From an optimization exercise on the open Yosys and OpenROAD flow, aimed at small area; shortcuts taken in it are not production practice. The RTL was checked by simulation tests, not by an equivalence proof against the original design. No run shown here takes its clock network from TritonCTS; it comes from the design's own scripts or RTL. The clock input has no modelled driver; a real chip could not lean on it and would need a root buffer or a full tree. Power and IR drop assume default switching activity.

## flow/design.v (module list and top-level ports; edited modules follow where they fit)
// module matrix_calc_s1: 753 lines
// module matrix_calc_s2: 8 lines
// module matrix_alu_top: 17 lines
module matrix_alu_top (
    input  wire        clk,
    input  wire        op,
    input  wire [31:0] A,
    input  wire [31:0] B,
    output reg  [31:0] C
);
  // ...
==> flow/flow/run.sh <==
#!/bin/bash
# Standard synthesis, then re-choose full-adder / gate output polarities to
# drop inverters (flow/fapol3.py), rebalance xor trees by estimated
# arrival and put late full-adder inputs on fast pins (flow/xorbal.py), then the standard layout with the
# smallest buffer on the ports and a hand-built clock tree (flow/my_cts.tcl).
set -euo pipefail
NET=orfs/results/sky130hd/matrix_alu_top/base/1_2_yosys.v
bash standard.sh synth > synth.log 2>&1
cp $NET synth_orig.v
python3 flow/fapol3.py synth_orig.v synth_fapol.v > fapol.log 2>&1
python3 flow/xorbal.py synth_fapol.v $NET > xorbal.log 2>&1
touch $NET
bash standard.sh synth > synth_odb.log 2>&1
export BUFFER_PORTS_ARGS="-buffer_cell sky130_fd_sc_hd__buf_1"
export PRE_CTS_TCL=$PWD/flow/my_cts.tcl
bash standard.sh finish > finish.log 2>&1
==> flow/flow/fapol3.py <==
#!/usr/bin/env python3
"""Re-choose signal polarities in a mapped sky130hd netlist to need fewer
inverters and smaller gates.

A full adder is self-dual, fa(~a,~b,~c) = (~cout, ~sum), so each one may run
on inverted signals. Two-input AND-type gates absorb inversions on any pin
(and2/nand2/nor2/or2/nor2b/nand2b), xor gates absorb input inversions, and a
few gates have a complementary twin. Half adders are split into an xor and an
AND-type gate (same area as ha_1). Inverters are then placed only where a
signal is still needed in the other polarity. Synthesis buffers are dropped
(the layout's repair step re-buffers what needs it). The choice is made by
simulated annealing on area.
usage: fapol2.py IN.v OUT.v"""
import re, sys, random, math

PFX = 'sky130_fd_sc_hd__'
OUTPINS = {'X', 'Y', 'Q', 'Q_N', 'SUM', 'COUT', 'HI', 'LO'}
AREA = {'inv_1': 3.7536, 'nand2_1': 3.7536, 'and2_1': 6.256, 'nor2_1': 3.7536,
        'or2_1': 6.256, 'xor2_1': 8.7584, 'xnor2_1': 8.7584, 'a21oi_1': 5.0048,
        'a21o_1': 7.5072, 'o21ai_0': 5.0048, 'o21a_1': 7.5072, 'a22oi_1': 7.5072,
        'a22o_1': 8.7584, 'nor2b_1': 6.256, 'or2b_1': 7.5072, 'nand2b_1': 6.256,
        'and2b_1': 7.5072, 'nand3_1': 5.0048, 'and3_1': 6.256, 'nor3_1': 5.0048,
        'or3_1': 6.256, 'o22ai_1': 6.256, 'o22a_1': 8.7584, 'xnor3_1': 22.5216,
        'xor3_1': 23.7728}
INV = AREA['inv_1']
TWINS = {}
for a, b in [('a21o_1', 'a21oi_1'), ('o21a_1', 'o21ai_0'), ('a22o_1', 'a22oi_1'),
             ('and3_1', 'nand3_1'), ('or3_1', 'nor3_1'), ('o22a_1', 'o22ai_1')]:
    TWINS[a] = b
    TWINS[b] = a
YOUT = {'nand2_1', 'nor2_1', 'xnor2_1', 'a21oi_1', 'o21ai_0', 'a22oi_1', 'nor2b_1',
        'nand2b_1', 'nand3_1', 'nor3_1', 'o22ai_1', 'inv_1'}
# AND-type gates: type -> (pin a, pin b, la, lb, lo, out pin):
# out = lo ^ ((a ^ la) & (b ^ lb))
ANDT = {'and2_1': ('A', 'B', 0, 0, 0), 'nand2_1': ('A', 'B', 0, 0, 1),
        'nor2_1': ('A', 'B', 1, 1, 0), 'or2_1': ('A', 'B', 1, 1, 1),
        'nor2b_1': ('A', 'B_N', 1, 0, 0), 'or2b_1': ('A', 'B_N', 1, 0, 1),
        'and2b_1': ('A_N', 'B', 1, 0, 0), 'nand2b_1': ('A_N', 'B', 1, 0, 1)}
# realisation of (la, lb, lo): (type, pin for a, pin for b)
REAL = {(0, 0, 0): ('and2_1', 'A', 'B'), (0, 0, 1): ('nand2_1', 'A', 'B'),
        (1, 1, 0): ('nor2_1', 'A', 'B'), (1, 1, 1): ('or2_1', 'A', 'B'),
        (1, 0, 0): ('nor2b_1', 'A', 'B_N'), (1, 0, 1): ('nand2b_1', 'A_N', 'B'),
        (0, 1, 0): ('nor2b_1', 'B_N', 'A'), (0, 1, 1): ('nand2b_1', 'B', 'A_N')}
XORT = {'xor2_1': 0, 'xnor2_1': 1, 'xor3_1': 0, 'xnor3_1': 1}

src = open(sys.argv[1]).read()
cell_re = re.compile(r'^  (' + PFX + r'\w+)\s+(\S+)\s*\((.*?)\n  \);\n', re.S | re.M)
pin_re = re.compile(r'\.(\w+)\(([^()]*)\)')

cells = []
spans = []
for m in cell_re.finditer(src):
    t, n, body = m.group(1)[len(PFX):], m.group(2), m.group(3)
    pins = [(p, v.strip()) for p, v in pin_re.findall(body)]
    spans.append(m.span())
    if t.startswith('ha_'):
        d = dict(pins)
        cells.append({'t': 'xor2_1', 'n': n + '_hx', 'pins': [('A', d['A']), ('B', d['B']), ('X', d.get('SUM', ''))]})
        cells.append({'t': 'and2_1', 'n': n + '_ha', 'pins': [('A', d['A']), ('B', d['B']), ('X', d.get('COUT', ''))]})
    else:
        cells.append({'t': t, 'n': n, 'pins': pins})

drv = {}
for i, c in enumerate(cells):
    for p, v in c['pins']:
        if v and p in OUTPINS:
            drv[v] = (i, p)

def is_inv(c):
    return c['t'].startswith('inv_') or c['t'].startswith('clkinv')

def is_buf(c):
    return c['t'].startswith('buf_') or c['t'].startswith('clkbuf_')

ports = set()
for m in re.finditer(r'^\s*(input|output)\s*(\[[^\]]*\])?\s*([^;]+);', src, re.M):
    for nm in m.group(3).split(','):
        ports.add(nm.strip())
def is_port_net(v):
    return v.split('[')[0].strip() in ports

def root(v):
    pol = 0
    while v in drv and (is_inv(cells[drv[v][0]]) or is_buf(cells[drv[v][0]])):
        c = cells[drv[v][0]]
        v = dict(c['pins'])['A']
        pol ^= 1 if is_inv(c) else 0
    return v, pol

def kind(c):
    t = c['t']
    if t.startswith('fa_'):
        return 'fa'
    if t in ANDT:
        return 'and'
    if t in XORT:
        return 'xor'
    if t in TWINS:
        return 'twin'
    return 'fixed'

K = [kind(c) for c in cells]
flippable = [i for i, c in enumerate(cells) if not is_inv(c) and not is_buf(c) and K[i] != 'fixed'
             and any(p in OUTPINS and v for p, v in c['pins'])]
flipset = set(flippable)

# loads: base signal -> list of (cell, pin, pol)
loads = {}
inpins = {}   # cell -> list of (pin, base, pol)
keep_inv = set()
def outn(c):
    d = dict(c['pins'])
    return d.get('Y', d.get('X'))

for i, c in enumerate(cells):
    if is_inv(c) or is_buf(c):
        if is_port_net(outn(c)):
            keep_inv.add(i)
            s, pol = root(outn(c))
            loads.setdefault(s, []).append((i, 'PORT', pol))
        continue
    inpins[i] = []
    for p, v in c['pins']:
        if not v or p in OUTPINS:
            continue
        s, pol = root(v)
        loads.setdefault(s, []).append((i, p, pol))
        inpins[i].append((p, s, pol))

f = [0] * len(cells)

def provided(s):
    if s in drv:
        i = drv[s][0]
        if i in flipset:
            return f[i]
    return 0

def sig_cost(s):
    prov = provided(s)
    for i, p, pol in loads.get(s, []):
        if p == 'PORT':
            w = pol
        elif K[i] in ('and', 'xor'):
            continue
        elif K[i] == 'fa':
            w = pol ^ f[i]
        else:
            w = pol
        if w != prov:
            return INV
    return 0.0

def and_flags(i):
    c = cells[i]
    pa, pb, la, lb, lo = ANDT[c['t']]
    d = {p: (s, pol) for p, s, pol in inpins[i]}
    sa, pola = d[pa]
    sb, polb = d[pb]
    return (la ^ pola ^ provided(sa), lb ^ polb ^ provided(sb), lo ^ f[i])

def cell_area(i):
    k = K[i]
    t = cells[i]['t']
    if k == 'and':
        return AREA[REAL[and_flags(i)][0]]
    if k == 'twin':
        return AREA[TWINS[t]] if f[i] else AREA[t]
    return 0.0

# neighbourhoods
outsig = {i: [v for p, v in cells[i]['pins'] if p in OUTPINS and v] for i in range(len(cells))}
aff_sigs, aff_cells = {}, {}
for i in flippable:
    ss = set(outsig[i])
    if K[i] == 'fa':
        ss |= {s for p, s, pol in inpins[i]}
    aff_sigs[i] = list(ss)
    cs = {i}
    for s in outsig[i]:
        for j, p, pol in loads.get(s, []):
            if p != 'PORT' and K[j] == 'and':
                cs.add(j)
    aff_cells[i] = list(cs)

def local(i):
    return sum(sig_cost(s) for s in aff_sigs[i]) + sum(cell_area(j) for j in aff_cells[i])

def delta(i):
    b = local(i)
    f[i] ^= 1
    a = local(i)
    f[i] ^= 1
    return a - b

allsig = set(loads)
def total():
    return sum(sig_cost(s) for s in allsig) + sum(cell_area(i) for i in range(len(cells)))

start = total()
rnd = random.Random(1)
cur = start
best, bestf = start, f[:]
steps = 400000
for k in range(steps):
    T = 4.0 * (1 - k / steps) + 0.01
    i = flippable[rnd.randrange(len(flippable))]
    d = delta(i)
    if d <= 0 or rnd.random() < math.exp(-d / T):
        f[i] ^= 1
        cur += d
        if cur < best - 1e-9:
            best, bestf = cur, f[:]
f = bestf
print(f'fapol2: cost {start:.1f} -> {total():.1f}, flipped {sum(f)} of {len(flippable)}', file=sys.stderr)

# ---- rewrite ----
def esc(v):
    v = v.strip()
    return v + ' ' if v.startswith('\\') else v

newinv = {}
def inv_net(s):
    if s not in newinv:
        base = s[1:] if s.startswith('\\') else s
        newinv[s] = '\\' + base + '_fpinv'
    return newinv[s]

def net_for(s, want):
    return s if want == provided(s) else inv_net(s)

body = []
def emit(t, n, pins):
    body.append(f'  {PFX}{t} {n} (\n' + ',\n'.join(f'    .{p}({esc(v)})' for p, v in pins) + '\n  );\n')

for i, c in enumerate(cells):
    t = c['t']
    if is_inv(c) or is_buf(c):
        if i in keep_inv:
            d = dict(c['pins'])
            s, pol = root(d['A'])
            o = 'Y' if is_inv(c) else 'X'
            emit(t, c['n'], [('A', net_for(s, pol)), (o, d[o])])
        continue
    k = K[i]
    if k == 'and':
        la, lb, lo = and_flags(i)
        nt, qa, qb = REAL[(la, lb, lo)]
        pa, pb = ANDT[t][0], ANDT[t][1]
        d = {p: s for p, s, pol in inpins[i]}
        out = outsig[i][0] if outsig[i] else ''
        emit(nt, c['n'], [(qa, d[pa]), (qb, d[pb]), ('Y' if nt in YOUT else 'X', out)])
        continue
    if k == 'xor':
        par = XORT[t] ^ f[i]
        for p, s, pol in inpins[i]:
            par ^= pol ^ provided(s)
        three = t.startswith('x') and t[-3] == '3' or '3_' in t
        nt = ('xnor3_1' if par else 'xor3_1') if '3' in t.split('_')[0] else ('xnor2_1' if par else 'xor2_1')
        pins = []
        for p, v in c['pins']:
            if p in OUTPINS:
                pins.append(('Y' if nt in YOUT else 'X', v))
            else:
                pins.append((p, root(v)[0]))
        emit(nt, c['n'], pins)
        continue
    nt = TWINS[t] if (k == 'twin' and f[i]) else t
    pins = []
    for p, v in c['pins']:
        if p in OUTPINS or not v:
            if k == 'twin' and f[i] and p in ('X', 'Y'):
                p = 'Y' if nt in YOUT else 'X'
            pins.append((p, v))
            continue
        s, pol = root(v)
        w = pol ^ (f[i] if k == 'fa' else 0)
        pins.append((p, net_for(s, w)))
    emit(nt, c['n'], pins)

for k_, (s, nm) in enumerate(sorted(newinv.items())):
    emit('inv_1', f'fpinv_{k_}', [('A', s), ('Y', nm)])

wires = ''.join(f'  wire {esc(nm)};\n' for s, nm in sorted(newinv.items()))
head = src[:spans[0][0]]
tail = src[spans[-1][1]:]
open(sys.argv[2], 'w').write(head + wires + ''.join(body) + tail)
==> flow/flow/my_cts.tcl <==
# Clock tree built by hand (sourced as PRE_CTS_TCL): the flip-flops are split
# into MCTS_K clusters by position (k-means), each cluster gets one leaf
# clock buffer at its centroid, and one root buffer next to the clock pin
# drives the leaves. TritonCTS is then skipped (it would build an H-tree with
# eight leaves for this small design).
set mcts_k [expr { [info exists ::env(MCTS_K)] ? $::env(MCTS_K) : 4 }]
set mcts_leaf [expr { [info exists ::env(MCTS_LEAF)] ? $::env(MCTS_LEAF) : "sky130_fd_sc_hd__clkbuf_8" }]
set mcts_root [expr { [info exists ::env(MCTS_ROOT)] ? $::env(MCTS_ROOT) : "sky130_fd_sc_hd__clkbuf_8" }]

set db [ord::get_db]
set block [ord::get_db_block]
set clknet [$block findNet clk]
set sinks {}
foreach it [$clknet getITerms] {
  lappend sinks $it
}
set n [llength $sinks]
set xs {}
set ys {}
foreach it $sinks {
  set inst [$it getInst]
  set bb [$inst getBBox]
  lappend xs [expr { ([$bb xMin] + [$bb xMax]) / 2.0 }]
  lappend ys [expr { ([$bb yMin] + [$bb yMax]) / 2.0 }]
}
# k-means, seeded with points spread along x+y
set order [lsort -real -indices [lmap x $xs y $ys { expr { $x + $y } }]]
set cx {}
set cy {}
for { set k 0 } { $k < $mcts_k } { incr k } {
  set i [lindex $order [expr { int(($k + 0.5) * $n / $mcts_k) }]]
  lappend cx [lindex $xs $i]
  lappend cy [lindex $ys $i]
}
set asg [lrepeat $n 0]
for { set iter 0 } { $iter < 50 } { incr iter } {
  for { set i 0 } { $i < $n } { incr i } {
    set best 0
    set bd 1e30
    for { set k 0 } { $k < $mcts_k } { incr k } {
      set d [expr { abs([lindex $xs $i] - [lindex $cx $k]) + abs([lindex $ys $i] - [lindex $cy $k]) }]
      if { $d < $bd } {
        set bd $d
        set best $k
      }
    }
    lset asg $i $best
  }
  for { set k 0 } { $k < $mcts_k } { incr k } {
    set sx 0.0
    set sy 0.0
    set c 0
    for { set i 0 } { $i < $n } { incr i } {
      if { [lindex $asg $i] == $k } {
        set sx [expr { $sx + [lindex $xs $i] }]
        set sy [expr { $sy + [lindex $ys $i] }]
        incr c
      }
    }
    if { $c > 0 } {
      lset cx $k [expr { $sx / $c }]
      lset cy $k [expr { $sy / $c }]
    }
  }
}
# clock pin position
set bt [$block findBTerm clk]
set pbb [$bt getBBox]
set px [expr { ([$pbb xMin] + [$pbb xMax]) / 2 }]
set py [expr { ([$pbb yMin] + [$pbb yMax]) / 2 }]
# root buffer between the pin and the centre of the leaves
set mx 0.0
set my 0.0
foreach x $cx y $cy {
  set mx [expr { $mx + $x / $mcts_k }]
  set my [expr { $my + $y / $mcts_k }]
}
set root [odb::dbInst_create $block [$db findMaster $mcts_root] mcts_root]
$root setLocation [expr { int(($px + $mx) / 2) }] [expr { int(($py + $my) / 2) }]
$root setPlacementStatus PLACED
set rootnet [odb::dbNet_create $block mcts_root_net]
$rootnet setSigType CLOCK
[$root findITerm A] connect $clknet
[$root findITerm X] connect $rootnet
for { set k 0 } { $k < $mcts_k } { incr k } {
  set leaf [odb::dbInst_create $block [$db findMaster $mcts_leaf] mcts_leaf_$k]
  $leaf setLocation [expr { int([lindex $cx $k]) }] [expr { int([lindex $cy $k]) }]
  $leaf setPlacementStatus PLACED
  set lnet [odb::dbNet_create $block mcts_leaf_net_$k]
  $lnet setSigType CLOCK
  [$leaf findITerm A] connect $rootnet
  [$leaf findITerm X] connect $lnet
  set c 0
  for { set i 0 } { $i < $n } { incr i } {
    if { [lindex $asg $i] == $k } {
      set it [lindex $sinks $i]
      $it disconnect
      $it connect $lnet
      incr c
    }
  }
  puts "mcts: leaf $k at ([lindex $cx $k], [lindex $cy $k]) drives $c sinks"
}
set_propagated_clock [all_clocks]
# the tree is built; skip TritonCTS
rename clock_tree_synthesis mcts_unused_clock_tree_synthesis
proc clock_tree_synthesis { args } {
  puts "mcts: clock tree built by hand, clock_tree_synthesis skipped"
}
==> flow/flow/xorbal.py <==
#!/usr/bin/env python3
"""Rebuild chains/trees of 2-input xor gates in a mapped sky130hd netlist so
that late-arriving inputs pass through fewer gates (Huffman order on a rough
arrival-time estimate), and connect each full adder's latest input to its
fastest pin (CIN, then B, then A; the three are interchangeable). Same
function, same gates.
usage: xorbal.py IN.v OUT.v"""
import re, sys, heapq

PFX = 'sky130_fd_sc_hd__'
OUTPINS = {'X', 'Y', 'Q', 'Q_N', 'SUM', 'COUT', 'HI', 'LO'}
DEL = {'fa': {'SUM': 0.48, 'COUT': 0.40}, 'ha': {'SUM': 0.25, 'COUT': 0.2},
       'xor2': 0.20, 'xnor2': 0.20, 'nand2': 0.10, 'nor2': 0.12, 'inv': 0.06,
       'buf': 0.15, 'clkbuf': 0.3}
DX = 0.20

src = open(sys.argv[1]).read()
cell_re = re.compile(r'^  (' + PFX + r'\w+)\s+(\S+)\s*\((.*?)\n  \);\n', re.S | re.M)
pin_re = re.compile(r'\.(\w+)\(([^()]*)\)')
cells, spans = [], []
for m in cell_re.finditer(src):
    t, n, body = m.group(1)[len(PFX):], m.group(2), m.group(3)
    cells.append({'t': t, 'n': n, 'pins': [(p, v.strip()) for p, v in pin_re.findall(body)]})
    spans.append(m.span())

drv, loads = {}, {}
for i, c in enumerate(cells):
    for p, v in c['pins']:
        if not v:
            continue
        if p in OUTPINS:
            drv[v] = (i, p)
        else:
            loads.setdefault(v, []).append((i, p))

def fam(t):
    return t.rsplit('_', 1)[0]

def is_x2(i):
    return fam(cells[i]['t']) in ('xor2', 'xnor2')

# arrival estimate (seq outputs / ports at 0)
arr = {}
def arrival(v, depth=0):
    if v in arr:
        return arr[v]
    if v not in drv or depth > 500:
        arr[v] = 0.0
        return 0.0
    i, p = drv[v]
    c = cells[i]
    f = fam(c['t'])
    if f.startswith('df'):
        a = 0.35
    elif f == 'fa':
        d = dict(c['pins'])
        ins = sorted((arrival(d[q], depth + 1), d[q]) for q in ('A', 'B', 'CIN'))
        # earliest on A (slowest pin), latest on CIN (fastest pin)
        newpins = [('A', ins[0][1]), ('B', ins[1][1]), ('CIN', ins[2][1])]
        c['pins'] = newpins + [(q, v) for q, v in c['pins'] if q in OUTPINS]
        if p == 'SUM':
            a = max(ins[0][0] + 0.56, ins[1][0] + 0.53, ins[2][0] + 0.51)
        else:
            a = max(ins[0][0] + 0.44, ins[1][0] + 0.42, ins[2][0] + 0.39)
    else:
        ins = [arrival(w, depth + 1) for q, w in c['pins'] if q not in OUTPINS and w]
        d = DEL.get(f, 0.2)
        if isinstance(d, dict):
            d = d.get(p, 0.4)
        a = (max(ins) if ins else 0.0) + d
    arr[v] = a
    return a

sys.setrecursionlimit(10000)
for v in list(drv):
    arrival(v)

def outnet(i):
    return [v for p, v in cells[i]['pins'] if p in OUTPINS][0]

# a tree root: an xor2 whose output is not consumed solely by one xor2
internal = set()
for i, c in enumerate(cells):
    if not is_x2(i):
        continue
    o = outnet(i)
    ls = loads.get(o, [])
    if len(ls) == 1 and is_x2(ls[0][0]) and not re.match(r'^(C|A|B)\[', o):
        internal.add(i)

removed = set()
newcells = {}
cnt = 0
changed = 0
for r, c in enumerate(cells):
    if not is_x2(r) or r in internal:
        continue
    # collect leaves
    nodes, leaves, par = [], [], 0
    stack = [r]
    while stack:
        i = stack.pop()
        nodes.append(i)
        if fam(cells[i]['t']) == 'xnor2':
            par ^= 1
        for p, v in cells[i]['pins']:
            if p in OUTPINS:
                continue
            if v in drv and drv[v][0] in internal and drv[v][0] not in nodes:
                stack.append(drv[v][0])
            else:
                leaves.append(v)
    if len(nodes) < 3:
        continue
    old_depth = arr[outnet(r)]
    h = [(arrival(v), k, v) for k, v in enumerate(leaves)]
    heapq.heapify(h)
    names = [cells[i]['n'] for i in nodes if i != r]
    build = []
    k = len(leaves)
    while len(h) > 2:
        a1, _, v1 = heapq.heappop(h)
        a2, _, v2 = heapq.heappop(h)
        cnt += 1
        nn = f'\\xb_{cnt}'
        build.append(('xor2_1', names.pop(), [('A', v1), ('B', v2), ('X', nn)]))
        k += 1
        heapq.heappush(h, (max(a1, a2) + DX, k, nn))
    a1, _, v1 = heapq.heappop(h)
    a2, _, v2 = heapq.heappop(h)
    new_depth = max(a1, a2) + DX
    build.append(('xnor2_1' if par else 'xor2_1', cells[r]['n'],
                  [('A', v1), ('B', v2), ('Y' if par else 'X', outnet(r))]))
    for i in nodes:
        removed.add(i)
    newcells[r] = build
    if new_depth < old_depth - 1e-6:
        changed += 1

print(f'xorbal: rebuilt {len(newcells)} xor trees, {changed} faster', file=sys.stderr)

def esc(v):
    return v + ' ' if v.startswith('\\') else v

body, wires = [], []
for i, c in enumerate(cells):
    if i in newcells:
        for t, n, pins in newcells[i]:
            body.append(f'  {PFX}{t} {n} (\n' + ',\n'.join(f'    .{p}({esc(v)})' for p, v in pins) + '\n  );\n')
            for p, v in pins:
                if v.startswith('\\xb_'):
                    wires.append(f'  wire {esc(v)};\n')
        continue
    if i in removed:
        continue
    body.append(f'  {PFX}{c["t"]} {c["n"]} (\n' + ',\n'.join(f'    .{p}({esc(v)})' for p, v in c['pins']) + '\n  );\n')
wires = sorted(set(wires))
open(sys.argv[2], 'w').write(src[:spans[0][0]] + ''.join(wires) + ''.join(body) + src[spans[-1][1]:])
==> flow/standard.sh <==
#!/bin/bash
# synth_recipe.tcl (not shown) runs the flow's synth.tcl, then flattens the netlist and writes it again
# the make line also repeats each setting of config.mk as NAME=value (left out here)
make -C /OpenROAD-flow-scripts/flow DESIGN_CONFIG=/design/flow/config.mk WORK_HOME=/design/flow/orfs CLKGATE_MAP_FILE= SYNTH_SCRIPT=/design/flow/synth_recipe.tcl "${@:-finish}"
==> flow/config.mk <==
export PLATFORM = sky130hd
export DESIGN_NAME = matrix_alu_top
export DESIGN_NICKNAME = matrix_alu_top
export VERILOG_FILES = /design/flow/design.v
export SDC_FILE = /design/flow/constraint.sdc
export NUM_CORES = 4
export LEC_CHECK = 0
export CAP_MARGIN = 20
export CORE_MARGIN = 2
export CORE_UTILIZATION = 40
export GPL_TIMING_DRIVEN = 0
export SLEW_MARGIN = 20
==> flow/constraint.sdc <==
create_clock -name core_clock -period 5.2 [get_ports {clk}]
set_input_delay 1.0400 -clock core_clock [delete_from_list [all_inputs] [get_ports {clk}]]
set_output_delay 1.0400 -clock core_clock [all_outputs]
set_load 0.01 [all_outputs]
==> metrics.md, run 1 <==
| Metric | Value |
|---|---|
| Status | finished clean |
| Max_cap viols | 0 |
| Row count | 48 |
| P_seq | 767 uW |
| Sw Ratio | 39.47% |
| Cts repair resizes | 4 |
| First-pass GRT wire length | 29.53 mm |
| Worst reg2reg startpoint | s_r[30]$_DFF_P_ |
| Fin crit share | 95.96% |
| Multi-input combinational area share | 73.75% |
| Comb group | 1.48 mW |
| Detailed Route WL | 18.67 mm |
| Area taken by multi-input logic gates | 5851 sq um |
| All-layer global routing usage | 20.46% |
| Net Sw Power | 979.1 uW |
| DP Cell Count | 1053 |
| Delay of the slowest critical-path stage | 0.51 ns |
| GR Util met3 | 1.987% |
| CP max FO | 37 |
| Largest net degree at the start of global routing | 38 |
| Max frequency | 200.4 MHz |
| Stages on worst setup path | 13 |
| DR vias | 5507 |
| Max layer used | met4 |
| Slew margin rel. | 35.01% |
| Number of global-route vias before repair | 5506 |
| Post-route DRC violation count | 0 |
| Mapped Cells | 729 |
| Final setup fails | 0 |
| Final min period | 4.990 ns |
| Layout cells sized above 1 | 2.881% |
| Syn Nets | 943 |
| Skew final | 0.0009536 ns |
==> inputs of run 2 (changes only) <==
==> flow/flow/run.sh (replaced) <==
#!/bin/bash
# Standard synthesis, then re-choose full-adder / gate output polarities to
# drop inverters (flow/fapol4.py), rebalance xor trees by estimated
# arrival and put late full-adder inputs on fast pins (flow/xorbal.py), then the standard layout with the
# smallest buffer on the ports and a hand-built clock tree (flow/my_cts.tcl).
set -euo pipefail
NET=orfs/results/sky130hd/matrix_alu_top/base/1_2_yosys.v
bash standard.sh synth > synth.log 2>&1
cp $NET synth_orig.v
python3 flow/fapol4.py synth_orig.v synth_fapol.v > fapol.log 2>&1
python3 flow/xorbal.py synth_fapol.v $NET > xorbal.log 2>&1
touch $NET
bash standard.sh synth > synth_odb.log 2>&1
export BUFFER_PORTS_ARGS="-buffer_cell sky130_fd_sc_hd__buf_1"
export PRE_CTS_TCL=$PWD/flow/my_cts.tcl
bash standard.sh finish > finish.log 2>&1
==> flow/flow/fapol4.py (new file) <==
#!/usr/bin/env python3
"""Re-choose signal polarities in a mapped sky130hd netlist to need fewer
inverters and smaller gates.

A full adder is self-dual, fa(~a,~b,~c) = (~cout, ~sum), so each one may run
on inverted signals. Two-input AND-type gates absorb inversions on any pin
(and2/nand2/nor2/or2/nor2b/nand2b), xor gates absorb input inversions, and a
few gates have a complementary twin. Half adders are split into an xor and an
AND-type gate (same area as ha_1). Inverters are then placed only where a
signal is still needed in the other polarity. Synthesis buffers are dropped,
xor3 cells are split into two xor2 and every other gate is set to its
smallest drive (the layout's repair step re-buffers and upsizes what needs it). The choice is made by
simulated annealing on area.
usage: fapol2.py IN.v OUT.v"""
import re, sys, random, math

PFX = 'sky130_fd_sc_hd__'
LIBFILE = '/OpenROAD-flow-scripts/flow/platforms/sky130hd/lib/sky130_fd_sc_hd__tt_025C_1v80.lib'
import os
if os.environ.get('FLOW_HOME'):
    LIBFILE = os.environ['FLOW_HOME'] + '/platforms/sky130hd/lib/sky130_fd_sc_hd__tt_025C_1v80.lib'
OUTPINS = {'X', 'Y', 'Q', 'Q_N', 'SUM', 'COUT', 'HI', 'LO'}
AREA = {'inv_1': 3.7536, 'nand2_1': 3.7536, 'and2_1': 6.256, 'nor2_1': 3.7536,
        'or2_1': 6.256, 'xor2_1': 8.7584, 'xnor2_1': 8.7584, 'a21oi_1': 5.0048,
        'a21o_1': 7.5072, 'o21ai_0': 5.0048, 'o21ai_1': 5.0048, 'o21a_1': 7.5072, 'a22oi_1': 7.5072,
        'a22o_1': 8.7584, 'nor2b_1': 6.256, 'or2b_1': 7.5072, 'nand2b_1': 6.256,
        'and2b_1': 7.5072, 'nand3_1': 5.0048, 'and3_1': 6.256, 'nor3_1': 5.0048,
        'or3_1': 6.256, 'o22ai_1': 6.256, 'o22a_1': 8.7584, 'xnor3_1': 22.5216,
        'xor3_1': 23.7728}
INV = AREA['inv_1']
TWINS = {}
TWINS['o21ai_0'] = 'o21a_1'
for a, b in [('a21o_1', 'a21oi_1'), ('o21a_1', 'o21ai_1'), ('a22o_1', 'a22oi_1'),
             ('and3_1', 'nand3_1'), ('or3_1', 'nor3_1'), ('o22a_1', 'o22ai_1')]:
    TWINS[a] = b
    TWINS[b] = a
YOUT = {'nand2_1', 'nor2_1', 'xnor2_1', 'a21oi_1', 'o21ai_0', 'o21ai_1', 'a22oi_1', 'nor2b_1',
        'nand2b_1', 'nand3_1', 'nor3_1', 'o22ai_1', 'inv_1'}
# AND-type gates: type -> (pin a, pin b, la, lb, lo, out pin):
# out = lo ^ ((a ^ la) & (b ^ lb))
ANDT = {'and2_1': ('A', 'B', 0, 0, 0), 'nand2_1': ('A', 'B', 0, 0, 1),
        'nor2_1': ('A', 'B', 1, 1, 0), 'or2_1': ('A', 'B', 1, 1, 1),
        'nor2b_1': ('A', 'B_N', 1, 0, 0), 'or2b_1': ('A', 'B_N', 1, 0, 1),
        'and2b_1': ('A_N', 'B', 1, 0, 0), 'nand2b_1': ('A_N', 'B', 1, 0, 1)}
# realisation of (la, lb, lo): (type, pin for a, pin for b)
REAL = {(0, 0, 0): ('and2_1', 'A', 'B'), (0, 0, 1): ('nand2_1', 'A', 'B'),
        (1, 1, 0): ('nor2_1', 'A', 'B'), (1, 1, 1): ('or2_1', 'A', 'B'),
        (1, 0, 0): ('nor2b_1', 'A', 'B_N'), (1, 0, 1): ('nand2b_1', 'A_N', 'B'),
        (0, 1, 0): ('nor2b_1', 'B_N', 'A'), (0, 1, 1): ('nand2b_1', 'B', 'A_N')}
XORT = {'xor2_1': 0, 'xnor2_1': 1, 'xor3_1': 0, 'xnor3_1': 1}

src = open(sys.argv[1]).read()
cell_re = re.compile(r'^  (' + PFX + r'\w+)\s+(\S+)\s*\((.*?)\n  \);\n', re.S | re.M)
pin_re = re.compile(r'\.(\w+)\(([^()]*)\)')

# smallest drive of each combinational cell (the layout's repair upsizes
# what needs it)
lib = open(LIBFILE).read()
LIBAREA = {}
for m in re.finditer(r'cell\s*\(\s*"?' + PFX + r'(\w+?)"?\s*\)\s*\{.*?area\s*:\s*([\d.]+)', lib, re.S):
    LIBAREA[m.group(1)] = float(m.group(2))
SMALLEST = {}
for c in LIBAREA:
    base = c.rsplit('_', 1)[0]
    key = (LIBAREA[c], not c.endswith('_1'), c)
    if base not in SMALLEST or key < (LIBAREA[SMALLEST[base]], not SMALLEST[base].endswith('_1'), SMALLEST[base]):
        SMALLEST[base] = c
def smallest(t):
    base = t.rsplit('_', 1)[0]
    if base.startswith(('df', 'sdf', 'dl', 'fa', 'ha', 'conb', 'clkbuf', 'buf', 'clkinv', 'tap', 'fill', 'decap')):
        return t
    return SMALLEST.get(base, t)

cells = []
spans = []
x3 = 0
for m in cell_re.finditer(src):
    t, n, body = m.group(1)[len(PFX):], m.group(2), m.group(3)
    pins = [(p, v.strip()) for p, v in pin_re.findall(body)]
    spans.append(m.span())
    t = smallest(t)
    if t in ('xor3_1', 'xnor3_1'):
        # two xor2 are smaller than one xor3
        d = dict(pins)
        x3 += 1
        mid = '\\' + (n[1:] if n.startswith('\\') else n).strip() + '_x3'
        cells.append({'t': 'xor2_1', 'n': n + '_xa', 'pins': [('A', d['A']), ('B', d['B']), ('X', mid)]})
        cells.append({'t': t.replace('3_1', '2_1'), 'n': n + '_xb', 'pins': [('A', mid), ('B', d['C']), ('Y' if t == 'xnor3_1' else 'X', d.get('X', ''))]})
        continue
    if t.startswith('ha_'):
        d = dict(pins)
        cells.append({'t': 'xor2_1', 'n': n + '_hx', 'pins': [('A', d['A']), ('B', d['B']), ('X', d.get('SUM', ''))]})
        cells.append({'t': 'and2_1', 'n': n + '_ha', 'pins': [('A', d['A']), ('B', d['B']), ('X', d.get('COUT', ''))]})
    else:
        cells.append({'t': t, 'n': n, 'pins': pins})

drv = {}
for i, c in enumerate(cells):
    for p, v in c['pins']:
        if v and p in OUTPINS:
            drv[v] = (i, p)

def is_inv(c):
    return c['t'].startswith('inv_') or c['t'].startswith('clkinv')

def is_buf(c):
    return c['t'].startswith('buf_') or c['t'].startswith('clkbuf_')

ports = set()
for m in re.finditer(r'^\s*(input|output)\s*(\[[^\]]*\])?\s*([^;]+);', src, re.M):
    for nm in m.group(3).split(','):
        ports.add(nm.strip())
def is_port_net(v):
    return v.split('[')[0].strip() in ports

def root(v):
    pol = 0
    while v in drv and (is_inv(cells[drv[v][0]]) or is_buf(cells[drv[v][0]])):
        c = cells[drv[v][0]]
        v = dict(c['pins'])['A']
        pol ^= 1 if is_inv(c) else 0
    return v, pol

def kind(c):
    t = c['t']
    if t.startswith('fa_'):
        return 'fa'
    if t in ANDT:
        return 'and'
    if t in XORT:
        return 'xor'
    if t in TWINS:
        return 'twin'
    return 'fixed'

K = [kind(c) for c in cells]
flippable = [i for i, c in enumerate(cells) if not is_inv(c) and not is_buf(c) and K[i] != 'fixed'
             and any(p in OUTPINS and v for p, v in c['pins'])]
flipset = set(flippable)

# loads: base signal -> list of (cell, pin, pol)
loads = {}
inpins = {}   # cell -> list of (pin, base, pol)
keep_inv = set()
def outn(c):
    d = dict(c['pins'])
    return d.get('Y', d.get('X'))

for i, c in enumerate(cells):
    if is_inv(c) or is_buf(c):
        if is_port_net(outn(c)):
            keep_inv.add(i)
            s, pol = root(outn(c))
            loads.setdefault(s, []).append((i, 'PORT', pol))
        continue
    inpins[i] = []
    for p, v in c['pins']:
        if not v or p in OUTPINS:
            continue
        s, pol = root(v)
        loads.setdefault(s, []).append((i, p, pol))
        inpins[i].append((p, s, pol))

f = [0] * len(cells)

def provided(s):
    if s in drv:
        i = drv[s][0]
        if i in flipset:
            return f[i]
    return 0

def sig_cost(s):
    prov = provided(s)
    for i, p, pol in loads.get(s, []):
        if p == 'PORT':
            w = pol
        elif K[i] in ('and', 'xor'):
            continue
        elif K[i] == 'fa':
            w = pol ^ f[i]
        else:
            w = pol
        if w != prov:
            return INV
    return 0.0

def and_flags(i):
    c = cells[i]
    pa, pb, la, lb, lo = ANDT[c['t']]
    d = {p: (s, pol) for p, s, pol in inpins[i]}
    sa, pola = d[pa]
    sb, polb = d[pb]
    return (la ^ pola ^ provided(sa), lb ^ polb ^ provided(sb), lo ^ f[i])

def cell_area(i):
    k = K[i]
    t = cells[i]['t']
    if k == 'and':
        return AREA[REAL[and_flags(i)][0]]
    if k == 'twin':
        return AREA[TWINS[t]] if f[i] else AREA[t]
    return 0.0

# neighbourhoods
outsig = {i: [v for p, v in cells[i]['pins'] if p in OUTPINS and v] for i in range(len(cells))}
aff_sigs, aff_cells = {}, {}
for i in flippable:
    ss = set(outsig[i])
    if K[i] == 'fa':
        ss |= {s for p, s, pol in inpins[i]}
    aff_sigs[i] = list(ss)
    cs = {i}
    for s in outsig[i]:
        for j, p, pol in loads.get(s, []):
            if p != 'PORT' and K[j] == 'and':
                cs.add(j)
    aff_cells[i] = list(cs)

def local(i):
    return sum(sig_cost(s) for s in aff_sigs[i]) + sum(cell_area(j) for j in aff_cells[i])

def delta(i):
    b = local(i)
    f[i] ^= 1
    a = local(i)
    f[i] ^= 1
    return a - b

allsig = set(loads)
def total():
    return sum(sig_cost(s) for s in allsig) + sum(cell_area(i) for i in range(len(cells)))

start = total()
rnd = random.Random(1)
cur = start
best, bestf = start, f[:]
steps = 400000
for k in range(steps):
    T = 4.0 * (1 - k / steps) + 0.01
    i = flippable[rnd.randrange(len(flippable))]
    d = delta(i)
    if d <= 0 or rnd.random() < math.exp(-d / T):
        f[i] ^= 1
        cur += d
        if cur < best - 1e-9:
            best, bestf = cur, f[:]
f = bestf
print(f'fapol2: cost {start:.1f} -> {total():.1f}, flipped {sum(f)} of {len(flippable)}', file=sys.stderr)

# ---- rewrite ----
def esc(v):
    v = v.strip()
    return v + ' ' if v.startswith('\\') else v

newinv = {}
def inv_net(s):
    if s not in newinv:
        base = s[1:] if s.startswith('\\') else s
        newinv[s] = '\\' + base + '_fpinv'
    return newinv[s]

def net_for(s, want):
    return s if want == provided(s) else inv_net(s)

body = []
def emit(t, n, pins):
    body.append(f'  {PFX}{t} {n} (\n' + ',\n'.join(f'    .{p}({esc(v)})' for p, v in pins) + '\n  );\n')

for i, c in enumerate(cells):
    t = c['t']
    if is_inv(c) or is_buf(c):
        if i in keep_inv:
            d = dict(c['pins'])
            s, pol = root(d['A'])
            o = 'Y' if is_inv(c) else 'X'
            emit(t, c['n'], [('A', net_for(s, pol)), (o, d[o])])
        continue
    k = K[i]
    if k == 'and':
        la, lb, lo = and_flags(i)
        nt, qa, qb = REAL[(la, lb, lo)]
        pa, pb = ANDT[t][0], ANDT[t][1]
        d = {p: s for p, s, pol in inpins[i]}
        out = outsig[i][0] if outsig[i] else ''
        emit(nt, c['n'], [(qa, d[pa]), (qb, d[pb]), ('Y' if nt in YOUT else 'X', out)])
        continue
    if k == 'xor':
        par = XORT[t] ^ f[i]
        for p, s, pol in inpins[i]:
            par ^= pol ^ provided(s)
        three = t.startswith('x') and t[-3] == '3' or '3_' in t
        nt = ('xnor3_1' if par else 'xor3_1') if '3' in t.split('_')[0] else ('xnor2_1' if par else 'xor2_1')
        pins = []
        for p, v in c['pins']:
            if p in OUTPINS:
                pins.append(('Y' if nt in YOUT else 'X', v))
            else:
                pins.append((p, root(v)[0]))
        emit(nt, c['n'], pins)
        continue
    nt = TWINS[t] if (k == 'twin' and f[i]) else t
    pins = []
    for p, v in c['pins']:
        if p in OUTPINS or not v:
            if k == 'twin' and f[i] and p in ('X', 'Y'):
                p = 'Y' if nt in YOUT else 'X'
            pins.append((p, v))
            continue
        s, pol = root(v)
        w = pol ^ (f[i] if k == 'fa' else 0)
        pins.append((p, net_for(s, w)))
    emit(nt, c['n'], pins)

for k_, (s, nm) in enumerate(sorted(newinv.items())):
    emit('inv_1', f'fpinv_{k_}', [('A', s), ('Y', nm)])

wires = ''.join(f'  wire {esc(nm)};\n' for s, nm in sorted(newinv.items()))
head = src[:spans[0][0]]
tail = src[spans[-1][1]:]
open(sys.argv[2], 'w').write(head + wires + ''.join(body) + tail)
--- a/flow/config.mk
+++ b/flow/config.mk
@@ -7,6 +7,6 @@
 export LEC_CHECK = 0
 export CAP_MARGIN = 20
 export CORE_MARGIN = 2
-export CORE_UTILIZATION = 40
+export CORE_UTILIZATION = 60
 export GPL_TIMING_DRIVEN = 0
 export SLEW_MARGIN = 20
removed: flow/flow/fapol3.py
==> metrics.md, run 2 <==
| Metric | Value |
|---|---|
| Status | finished clean |
| Post-CTS Setup Repair Bufs | 0 |
| Max frequency | 201.1 MHz (+0.33%) |
| Avg Inst Size Synth | 9.729 sq um |
| Total global routing overflow | 0 |
| P_leak | 2.538 nW |
| Top Registers | C x32, s_r x32 |
| CP Capture Type | register |
| Synth Warn # | 1 |
| Initial Util | 61.68% |
| Final Wtd Congestion | 0.9378 |
| DRT iter0 DRCs | 369 |
| Layout area overhead | 9.552% |
| Vias/cell | 5.736 |
| Most frequent cells in the layout | 275 x nand2_1, 148 x fa_1, 108 x xor2_1 |
| DP Cell Count | 968 (-8.1%) |
| Setup TNS | 0 ns |
| Fillers | 973 |
| Slew margin rel. | 42.49% (+7.5 points) |
| Delay of the slowest critical-path stage | 0.59 ns (+0.08 ns) |
| HP Class | register to register |
| Buf/Inv on CP | 2 |
| Diodes inserted | 0 |
| Setup CP Type | input port to register |
| Die width | 112.6 microns |
| Hold Fails Final Rpt | 0 |
| Top delay family on crit path | adder cells |
| Number of global-route vias before repair | 6024 (+9.4%) |
| Skew final | 0.01637 ns (+0.01542 ns) |
| Max stage delay cell, worst path | fa_1 |
| Post-route DRC violation count | 0 (unchanged) |
| CTS clock-pin slew for the worst setup and hold paths | 0.10 ns |
| Layout cells sized above 1 | 2.410% (-0.47 points) |
| CP Launch Type | input port |
| CP max FO | 47 (+27%) |
| Buffers on Ports | 97 |
| Peak VDD IR | 0.4751 mV |
| Non-Filler Instances | 973 |
| Cts hold-fix bufs | 0 |
| Crit path cell chain | buf_4 > buf_12 > or2_4 > nand2_1 > fa_1 > fa_1 > fa_1 > fa_1 > fa_1 > fa_1 > nand2b_1 > xnor2_1 |
| Chip height | 112.6 microns |
| Fin Hold WS | 0.3208 ns |
| Final setup fails | 0 (unchanged) |
| Clk Latency, worst-skew pair | 0.36 ns |
| Row count | 39 (-19%) |
| DR vias | 5581 (+1.3%) |
| Core Area | 11470 sq um |
| Final Total Pwr | 2.517 mW |
| Worst Path Required | 5.46 ns |
| Final min period | 4.973 ns (-0.01636 ns) |
| Most used cell, CP | fa_1 |
| Commonest non-fill, non-tap cell in the layout | nand2_1 |
| Die Area | 12670 sq um |
| Final ANT Viol Nets | 0 |
| Pre-Repair DR Iteration Count | 5 |
| DR WL/cell | 19.02 microns |
| PwrDens | 324.9 nW/um^2 |
| I/O Pins | 98 |
| Final nets | 1046 |
| Final slew viol count | 0 |
| Fin crit share | 95.64% (-0.31 points) |
| Final HPWL DP | 14.56 mm |
| Syn Nets | 941 (-0.21%) |
| Least-Margin Pin Slew | 0.8627 ns |
| Detailed Route WL | 18.51 mm (-0.87%) |
| RSZ-0062 raised after global routing | false |
| Mapped Cells | 727 (-0.27%) |
| All-layer global routing usage | 30.45% (+10 points) |
| Max_cap viols | 0 (unchanged) |
| Initial antenna violation count | 0 |
| Largest net degree at the start of global routing | 48 (+26%) |
| Finished Core Util | 67.57% |
| Crit path DAT | 5.23 ns |
| Synth Cell Area | 7073 sq um |
| First-pass GRT wire length | 30.17 mm (+2.2%) |
-- run 2: timing repair --
item	4_1_cts	5_1_grt
endpoints found under the setup margin	8	7
resized for setup	4	12
cloned	0	0
-- run 2: metrics by stage --
| stage | area (sq um) | worst slack, ns |
|---|---|---|
| global route | 7749 | 0.05720 |
| global placement | 7616 | -2.728 |
| CTS | 7716 | 0.01410 |
| finish | 7749 | 0.2266 |
| detailed placement | 7640 | -0.7444 |
| floorplan | 7073 | 0.5376 |
-- run 2: final timing paths --
path              startpoint              to  slack (ns)  cells after the start
max                       op  s_r[8]$_DFF_P_        0.23                     12
min reg2reg  s_r[30]$_DFF_P_    C[1]$_DFF_P_        0.32                      0
max reg2reg   s_r[0]$_DFF_P_   C[31]$_DFF_P_        4.78                      0
min          s_r[30]$_DFF_P_    C[1]$_DFF_P_        0.32                      0
-- run 2: report_power, final --
part	internal [mW]	switching, mW	leakage [nW]
Combinational	0.687	0.817	1.96
Clock	0.0875	0.152	0.0359
Sequential	0.728	0.0459	0.540
-- run 2: area by class of cell --
cell class,instances,area [sq um],area share [%]
multi-input cells,657,5809,74.97
flip-flops and latches,64,1281,16.53
inverters,6,22.52,0.2907
plain buffers,5,68.82,0.8881
repair buffers,98,387.9,5.006
well taps,143,178.9,2.309
-- run 2: routing by layer --
| layer | routed length (microns) | part of all wire (%) | GRT usage [%] |
|---|---|---|---|
| met3 | 1659 | 9.0 | 4.428 |
| met2 | 8992 | 49 | 51.34 |
| met1 | 7219 | 39 | 41.08 |
| met4 | 635 | 3.4 | 9.593 |
| met5 | 0 | 0 | 0 |
==> inputs of run 3 (changes only) <==
--- a/flow/config.mk
+++ b/flow/config.mk
@@ -7,6 +7,6 @@
 export LEC_CHECK = 0
 export CAP_MARGIN = 20
 export CORE_MARGIN = 2
-export CORE_UTILIZATION = 60
+export CORE_UTILIZATION = 50
 export GPL_TIMING_DRIVEN = 0
 export SLEW_MARGIN = 20
==> metrics.md, run 3 <==
| Metric | Value |
|---|---|
| Status | finished clean |
| DR vias | 5591 (+0.18%) |
| Sw Ratio | 39.57% (-0.74 points) |
| Worst reg2reg startpoint | s_r[23]$_DFF_P_ |
| Final slew viol count | 0 (unchanged) |
| Final Wtd Congestion | 0.9324 (-0.58%) |
| Layout area overhead | 10.35% |
| Mapped Cells | 727 (unchanged) |
| Non-Filler Instances | 1011 (+3.9%) |
| Clock power share | 9.3% (-0.2 points) |
| Post-CTS Setup Repair Bufs | 0 (unchanged) |
| Vias/cell | 5.530 (-3.6%) |
| Fillers | 1290 (+33%) |
| Final HPWL DP | 14.96 mm (+2.7%) |
| Final Total Pwr | 2.481 mW (-1.5%) |
| DP Cell Count | 1006 (+3.9%) |
| Skew final | 0.007540 ns (-0.008832 ns) |
| Detailed Route WL | 18.96 mm (+2.4%) |
| Syn Nets | 941 (unchanged) |
| Placed cell area | 7714 sq um (+0.97%) |
| PwrDens | 317.8 nW/um^2 (-2.2%) |
| Synth Warn # | 1 (unchanged) |
| I/O Pins | 98 (unchanged) |
| Power share of the sequential group | 31.1% (+0.4 points) |
| CTS clock-pin slew for the worst setup and hold paths | 0.09 ns (about the same) |
| Max frequency | 199.3 MHz (-0.86%) |
| Fin crit share | 96.48% (+0.83 points) |
| Hold Fails Final Rpt | 0 (unchanged) |
| Peak VDD IR | 0.3134 mV (-34%) |
| Cell internal pwr | 1.499 mW (-0.24%) |
| CP Capture Type | register |
| Row count | 43 (+10%) |
| Commonest non-fill, non-tap cell in the layout | nand2_1 |
| Initial antenna violation count | 0 (unchanged) |
| Number of global-route vias before repair | 5895 (-2.1%) |
| Comb pwr share | 59.6% (about the same) |
| Clk Latency, worst-skew pair | 0.34 ns (-0.02 ns) |
| Die width | 122.9 microns (+9.2%) |
| Setup ws final | 0.1832 ns (-0.04332 ns) |
| HP Class | register to register |
| Layout cells sized above 1 | 2.046% (-0.36 points) |
| Worst Setup SP | op |
| Chip height | 122.9 microns (+9.2%) |
| Max_cap viols | 0 (unchanged) |
| Setup CP Type | input port to register |
| Hold Path End | C[14]$_DFF_P_ |
| Least-Margin Pin Slew | 0.9729 ns (+0.1102 ns) |
| Most frequent cells in the layout | 275 x nand2_1, 148 x fa_1, 108 x xor2_1 |
| Initial Util | 51.15% (-11 points) |
| Die Area | 15110 sq um (+19%) |
| Net Sw Power | 981.7 uW (-3.3%) |
| Top Registers | C x32, s_r x32 |
| Synth Cell Area | 7073 sq um (unchanged) |
| Finished Cell Area | 7805 sq um (+0.73%) |
| Reg2reg end | C[8]$_DFF_P_ |
| CP Launch Type | input port |
| Pre-Repair DR Iteration Count | 5 (unchanged) |
| Final min period | 5.017 ns (+0.04332 ns) |
| Final setup fails | 0 (unchanged) |
| All-layer global routing usage | 26.09% (-4.4 points) |
| R2R Setup Slk | 4.79 ns (about the same) |
| Fin Hold WS | 0.3315 ns (+0.01075 ns) |
| Final nets | 1047 (+0.096%) |
| Diodes inserted | 0 (unchanged) |
| Crit path DAT | 5.26 ns (+0.03 ns) |
| Hold path cells | 0 (unchanged) |
| R2R depth | 0 (unchanged) |
| Setup TNS | 0 ns (unchanged) |
| Buffers on Ports | 97 (unchanged) |
| P_leak | 2.542 nW (+0.12%) |
| Worst Path Required | 5.44 ns (-0.02 ns) |
| DR WL/cell | 18.75 microns (-1.4%) |
| Slew margin rel. | 35.01% (-7.5 points) |
| Final ANT Viol Nets | 0 (unchanged) |
| Post-place setup slack | -0.5055 ns (+0.2389 ns) |
| Total global routing overflow | 0 (unchanged) |
| CP max FO | 19 (-60%) |
| Finished Core Util | 56.45% (-11 points) |
| Core Area | 13830 sq um (+21%) |
| RSZ-0062 raised after global routing | false |
| First-pass GRT wire length | 30.10 mm (-0.25%) |
| Avg Inst Size Synth | 9.729 sq um (unchanged) |
| Hold path startpoint | s_r[17]$_DFF_P_ |
| DRT iter0 DRCs | 443 (+20%) |
| Largest net degree at the start of global routing | 42 (-13%) |
| Post-route DRC violation count | 0 (unchanged) |
## run 3: worst max path at each step
stage                      end  depth (start not counted)
3_5_place_dp    s_r[8]$_DFF_P_                         12
4_1_cts        s_r[16]$_DFF_P_                         12
2_1_floorplan   s_r[0]$_DFF_P_                         10
6_report        s_r[0]$_DFF_P_                         11
3_3_place_gp    s_r[0]$_DFF_P_                         11
5_1_grt         s_r[0]$_DFF_P_                         12
## run 3: power by group through the flow
| stage | logic (mW) | registers [mW] | clock network, mW |
|---|---|---|---|
| 3_3_place_gp | 1.47 | 0.779 | 0 |
| 3_5_place_dp | 1.50 | 0.786 | 0 |
| 6_report | 1.48 | 0.770 | 0.231 |
| 4_1_cts | 1.50 | 0.774 | 0.245 |
| 5_1_grt | 1.68 | 0.792 | 0.260 |
| 2_1_floorplan | 1.08 | 0.839 | 0 |
## run 3: routing by layer
metal,vias up,GRT usage [%],wire (microns)
met4,0,6.466,573
met5,-,0,0
met3,39,3.275,1666
met2,284,44.89,9141
li1,2456,-,-
met1,2812,35.14,7573
## run 3: final cells by class
| cell class | count | area [sq um] | area share (%) |
|---|---|---|---|
| inverters | 6 | 22.52 | 0.2886 |
| multi-input cells | 657 | 5794 | 74.24 |
| plain buffers | 5 | 68.82 | 0.8817 |
| flip-flops and latches | 64 | 1281 | 16.42 |
| repair buffers | 99 | 412.9 | 5.290 |
| well taps | 180 | 225.2 | 2.886 |
## run 3: worst max-delay path, cell delays in order
cell,delay [ns]
buf_2,0.24
nor2b_1,0.80
nand2_1,0.19
fa_1,0.48
fa_1,0.55
fa_1,0.43
fa_1,0.40
fa_1,0.42
fa_1,0.53
nor2_1,0.06
xnor2_1,0.11
## run 3: repair_timing
item | in CTS | in global routing
gates resized for setup | 3 | 6
hold buffers | 0 | 0
endpoints found under the setup margin | 3 | 8
==> inputs of run 4 (changes only) <==
--- a/flow/config.mk
+++ b/flow/config.mk
@@ -7,6 +7,7 @@
 export LEC_CHECK = 0
 export CAP_MARGIN = 20
 export CORE_MARGIN = 2
-export CORE_UTILIZATION = 50
+export CORE_UTILIZATION = 40
 export GPL_TIMING_DRIVEN = 0
+export PLACE_DENSITY = 0.8
 export SLEW_MARGIN = 20
==> metrics.md, run 4 <==
| Metric | Value |
|---|---|
| Post-route DRC violation count | 0 (unchanged) |
| Final nets | 1047 (unchanged) |
| Final Wtd Congestion | 0.9202 (-1.3%) |
| Final setup fails | 0 (unchanged) |
| Total global routing overflow | 0 (unchanged) |
| Most frequent cells in the layout | 275 x nand2_1, 148 x fa_1, 108 x xor2_1 |
| All-layer global routing usage | 21.41% (-4.7 points) |
| Core Area | 17300 sq um (+25%) |
| Delay of the slowest critical-path stage | 0.59 ns (-0.21 ns) |
| DP Cell Count | 1051 (+4.5%) |
| Slew margin rel. | 42.89% (+7.9 points) |
| Final HPWL DP | 15.32 mm (+2.4%) |
| Vias/cell | 5.392 (-2.5%) |
| DR vias | 5699 (+1.9%) |
| GR Util met3 | 4.963% (+1.7 points) |
| Fillers | 1690 (+31%) |
| Final slew viol count | 0 (unchanged) |
| Avg Inst Size Synth | 9.729 sq um (unchanged) |
| Crit path cell chain | buf_4 > buf_16 > buf_12 > or2_4 > nand2_1 > fa_1 > fa_1 > fa_1 > fa_1 > fa_1 > fa_1 > nand2b_1 > xnor2_1 |
| Busiest layer in global routing | met2 |
| PwrDens | 318.1 nW/um^2 (about the same) |
| DRT iter0 DRCs | 597 (+35%) |
| Fin crit share | 97.38% (+0.90 points) |
| GRT met2 Usage | 35.66% (-9.2 points) |
| Mapped Cells | 727 (unchanged) |
| Largest net degree at the start of global routing | 41 (-2.4%) |
| Detailed Route WL | 19.21 mm (+1.3%) |
| Setup TNS | 0 ns (unchanged) |
| Top delay family on crit path | adder cells |
| Synth Warn # | 1 (unchanged) |
| Finished Cell Area | 7889 sq um (+1.1%) |
| I/O Pins | 98 (unchanged) |
| RSZ-0062 raised after global routing | false |
| Clock power share | 9.3% (about the same) |
| Comb pwr share | 59.9% (+0.3 points) |
| Stages on worst setup path | 13 (+2) |
| Final min period | 5.064 ns (+0.04675 ns) |
| Pre-Repair DR Iteration Count | 5 (unchanged) |
| Initial Util | 40.89% (-10 points) |
| First-pass GRT wire length | 31.04 mm (+3.1%) |
| Sw Ratio | 39.93% (+0.36 points) |
| Power share of the sequential group | 30.7% (-0.4 points) |
| Final ANT Viol Nets | 0 (unchanged) |
| Most used cell, CP | fa_1 |
| Hold Fails Final Rpt | 0 (unchanged) |
| Max frequency | 197.5 MHz (-0.92%) |
| Worst Path Required | 5.45 ns (about the same) |
| Max_cap viols | 0 (unchanged) |
| Net Sw Power | 1.002 mW (+2.1%) |
| Layout area overhead | 11.53% |
| Area taken by multi-input logic gates | 5817 sq um (+0.39%) |
| Placed cell area | 7770 sq um (+0.73%) |
| Buf/Inv on CP | 3 (+2) |
| Max stage delay cell, worst path | fa_1 |
| Top Registers | C x32, s_r x32 |
| Peak VDD IR | 0.2560 mV (-18%) |
| Initial antenna violation count | 1 (+1) |
| HP Class | register to register |
| Status | finished clean |
| M1 GR Usage | 26.63% (-8.5 points) |
| CTS clock-pin slew for the worst setup and hold paths | 0.09 ns (about the same) |
| Die Area | 18760 sq um (+24%) |
| CP Capture Type | register |
| Buffers on Ports | 97 (unchanged) |
| R2R depth | 0 (unchanged) |
| Number of global-route vias before repair | 6076 (+3.1%) |
| Setup CP Type | input port to register |
| Syn Nets | 941 (unchanged) |
| Row count | 48 (+12%) |
| Least-Margin Pin Slew | 0.8548 ns (-0.1181 ns) |
| Chip height | 137.0 microns (+11%) |
| CP Launch Type | input port |
| Commonest non-fill, non-tap cell in the layout | nand2_1 |
| Cell internal pwr | 1.507 mW (+0.54%) |
| DR WL/cell | 18.17 microns (-3.1%) |
| Crit path DAT | 5.31 ns (+0.05 ns) |
| Die width | 137.0 microns (+11%) |
| CP max FO | 40 (+21) |
| Synth Cell Area | 7073 sq um (unchanged) |
| FF+latch area | 1281 sq um (unchanged) |
| P_leak | 2.558 nW (+0.65%) |
| Clk Latency, worst-skew pair | 0.35 ns (about the same) |
| Hold path cells | 0 (unchanged) |
| Non-Filler Instances | 1057 (+4.5%) |
| Skew final | 0.01273 ns (+0.005186 ns) |
| Layout cells sized above 1 | 2.407% (+0.36 points) |
[run 4: through the flow]
step | util (%) | power (mW) | hold WS [ns] | setup slack [ns]
after CTS | 45.41 | 2.538 | 0.3323 | 0.08281
after global routing | 45.59 | 2.757 | 0.3409 | 0.002073
after detailed placement | 44.92 | 2.301 | 0.3121 | -0.8423
after floorplan | - | 1.923 | 0.3096 | 0.5376
final | 45.61 | 2.509 | 0.3315 | 0.1365
after global placement | 44.63 | 2.236 | 0.3097 | -2.680
[run 4: what timing repair did]
action,CTS,global route
buffers inserted,0,0
setup endpoints to repair,8,4
resized for setup,6,11
hold buffers,0,0
pin swaps,0,0
[run 4: per-layer routing]
metal,vias to the layer above,part of all wire [%]
met2,359,48
li1,2471,-
met1,2796,36
met3,71,11
met5,-,0.068
met4,2,4.6
[run 4: power groups by stage]
stage | sequential [mW] | clock (mW) | combinational [mW]
final | 0.771 | 0.235 | 1.50
after global routing | 0.795 | 0.259 | 1.70
after CTS | 0.775 | 0.243 | 1.52
after detailed placement | 0.787 | 0 | 1.51
after global placement | 0.783 | 0 | 1.45
after floorplan | 0.839 | 0 | 1.08
[run 4: final cells by class]
type | instances | area share [%]
Tap cell | 225 | 3.569
Buffer | 5 | 0.8723
Multi-Input combinational cell | 657 | 73.74
Inverter | 6 | 0.2855
Sequential cell | 64 | 16.24
Timing Repair Buffer | 99 | 5.266
Antenna cell | 1 | 0.03172
[run 4: final timing paths]
kind              startpoint              to  slack [ns]
max                       op  s_r[8]$_DFF_P_        0.14
min          s_r[26]$_DFF_P_    C[5]$_DFF_P_        0.33
max reg2reg  s_r[31]$_DFF_P_    C[0]$_DFF_P_        4.79
min reg2reg  s_r[26]$_DFF_P_    C[5]$_DFF_P_        0.33
==> inputs of run 5 (changes only) <==
--- a/flow/config.mk
+++ b/flow/config.mk
@@ -7,7 +7,7 @@
 export LEC_CHECK = 0
 export CAP_MARGIN = 20
 export CORE_MARGIN = 2
-export CORE_UTILIZATION = 40
+export CORE_UTILIZATION = 60
 export GPL_TIMING_DRIVEN = 0
-export PLACE_DENSITY = 0.8
+export PLACE_DENSITY = 0.7
 export SLEW_MARGIN = 20
==> metrics.md, run 5 <==
| Metric | Value |
|---|---|
| Mapped Cells | 727 (unchanged) |
| Initial Util | 61.68% (+21 points) |
| Buffers on Ports | 97 (unchanged) |
| DR vias | 5568 (-2.3%) |
| Synth Warn # | 1 (unchanged) |
| Diodes inserted | 0 (-1) |
| Top delay family on crit path | adder cells |
| Top Registers | C x32, s_r x32 |
| Skew final | 0.001110 ns (-0.01162 ns) |
| Vias/cell | 5.723 (+6.1%) |
| Setup ws final | 0.2288 ns (+0.09228 ns) |
| Placed cell area | 7640 sq um (-1.7%) |
| Clk Latency, worst-skew pair | 0.35 ns (about the same) |
| Cts hold-fix bufs | 0 (unchanged) |
| Commonest non-fill, non-tap cell in the layout | nand2_1 |
| DR WL/cell | 19.04 microns (+4.8%) |
| Buf/Inv on CP | 2 (-1) |
| Layout cells sized above 1 | 1.928% (-0.48 points) |
| Post-route DRC violation count | 0 (unchanged) |
| Number of global-route vias before repair | 6035 (-0.67%) |
| Final setup fails | 0 (unchanged) |
| CP max FO | 46 (+15%) |
| Die width | 112.6 microns (-18%) |
| Fillers | 962 (-43%) |
| Synth Cell Area | 7073 sq um (unchanged) |
| Final HPWL DP | 14.61 mm (-4.7%) |
| Detailed Route WL | 18.53 mm (-3.5%) |
| PwrDens | 323.0 nW/um^2 (+1.6%) |
| Status | finished clean |
| CP Capture Type | register |
| Final min period | 4.971 ns (-0.09228 ns) |
| Crit path cell chain | buf_6 > buf_12 > or2_2 > nand2_1 > fa_1 > fa_1 > fa_1 > fa_1 > fa_1 > fa_1 > nand2b_1 > xnor2_1 |
| Most frequent cells in the layout | 275 x nand2_1, 148 x fa_1, 108 x xor2_1 |
| Core Area | 11470 sq um (-34%) |
| Max stage delay cell, worst path | fa_1 |
| Max frequency | 201.2 MHz (+1.9%) |
| Worst Path Required | 5.45 ns (about the same) |
| Finished Core Util | 67.43% (+22 points) |
| All-layer global routing usage | 30.32% (+8.9 points) |
| Most used cell, CP | fa_1 |
| Avg Inst Size Synth | 9.729 sq um (unchanged) |
| I/O Pins | 98 (unchanged) |
| Final nets | 1046 (-0.096%) |
| P_leak | 2.527 nW (-1.2%) |
| Crit path DAT | 5.22 ns (-0.09 ns) |
| CTS clock-pin slew for the worst setup and hold paths | 0.10 ns (about the same) |
| Fin crit share | 95.60% (-1.8 points) |
| Row count | 39 (-19%) |
| First-pass GRT wire length | 30.37 mm (-2.2%) |
| Slew margin rel. | 39.22% (-3.7 points) |
| Die Area | 12670 sq um (-32%) |
| Finished Cell Area | 7732 sq um (-2.0%) |
| Final Wtd Congestion | 0.9203 (about the same) |
| Chip height | 112.6 microns (-18%) |
| CP Launch Type | input port |
| Largest net degree at the start of global routing | 47 (+15%) |
| Delay of the slowest critical-path stage | 0.58 ns (about the same) |
| HP Class | register to register |
| Setup TNS | 0 ns (unchanged) |
| RSZ-0062 raised after global routing | false |
| Least-Margin Pin Slew | 0.9099 ns (+0.05506 ns) |
| Syn Nets | 941 (unchanged) |
| Initial antenna violation count | 0 (-1) |
| Final ANT Viol Nets | 0 (unchanged) |
| Total global routing overflow | 0 (unchanged) |
| DRT iter0 DRCs | 361 (-40%) |
| Peak VDD IR | 0.4207 mV (+64%) |
| Final Total Pwr | 2.498 mW (-0.46%) |
| Max_cap viols | 0 (unchanged) |
| Layout area overhead | 9.323% |
| Post-place setup slack | -0.6897 ns (+0.1526 ns) |
| Final slew viol count | 0 (unchanged) |
| Setup CP Type | input port to register |
| Hold Fails Final Rpt | 0 (unchanged) |
| Pre-Repair DR Iteration Count | 5 (unchanged) |
## run 5: cell count changes in the layout (fill, tap and decap cells not counted), sizes merged
cell	before	now
buf	99	98
diode	1	0
## run 5: worst paths after layout
| path | start | to | cells after the start | slack, ns |
|---|---|---|---|---|
| setup / recovery | op | s_r[8]$_DFF_P_ | 12 | 0.23 |
| setup reg to reg | s_r[8]$_DFF_P_ | C[23]$_DFF_P_ | 0 | 4.78 |
| hold reg to reg | s_r[17]$_DFF_P_ | C[14]$_DFF_P_ | 0 | 0.33 |
| hold / removal | s_r[17]$_DFF_P_ | C[14]$_DFF_P_ | 0 | 0.33 |
## run 5: repair_timing
action	4_1_cts	5_1_grt
pin swaps	0	0
endpoints found under the setup margin	8	2
setup buffers	0	0
resized for setup	8	2
## run 5: layout make-up
cell class	instances	area [sq um]	share of cell area [%]
inverter	6	22.52	0.2913
tap	143	178.9	2.314
timing repair buffer	98	391.6	5.065
sequential	64	1281	16.57
buffer	5	68.82	0.8900
multi-input combinational	657	5789	74.87
## run 5: report_power, final
part	internal [mW]	switching [mW]
Combinational	0.684	0.803
Sequential	0.728	0.0453
Clock	0.0875	0.150
Total	1.50	0.998
## run 5: stage by stage
stage,hold slack [ns],std cells
6_report,0.3326,973
3_3_place_gp,0.3100,967
5_1_grt,0.3367,973
3_5_place_dp,0.3121,968
2_1_floorplan,0.3096,727
4_1_cts,0.3339,973
## run 5: per-layer routing
metal | GRT usage, % | share of wire [%] | wire, microns
met2 | 50.70 | 49 | 8995
met5 | 0 | 0 | 0
met3 | 4.320 | 9.9 | 1833
met1 | 41.70 | 38 | 7118
met4 | 8.862 | 3.1 | 581

==> afterwards: timing with drivers on the ports <==
The flow's constraints put no driver on any port. The routed layouts listed below were extracted and timed again, unchanged, in two steps. Step 1, drivers: a clkbuf_16 drives clk and a buf_2 each remaining input, both assumed. Step 2 times the ports against the registers' clock, not the clock port: input delays grow and output delays shrink by t, the midpoint of the rising clock arrivals with the driver on. Three values: no drivers, after step 1, after step 2; two values: the first two.
run | t (ns) | setup WS [ns] | worst register clock-pin slew, ns
run 1 | 0.381 | 0.210 / 0.219 / -0.161 | 0.09 / 0.09
run 2 | 0.378 | 0.227 / 0.232 / -0.146 | 0.10 / 0.10
run 3 | 0.368 | 0.183 / 0.189 / -0.179 | 0.09 / 0.09
run 4 | 0.376 | 0.136 / 0.140 / -0.236 | 0.10 / 0.10
run 5 | 0.371 | 0.229 / 0.215 / -0.156 | 0.10 / 0.10
Met with ideal ports but missed after step 2: setup timing in every run listed. The setup slack of run 5, which loses most, moves by -0.014 ns with the drivers and by -0.385 ns with both steps.
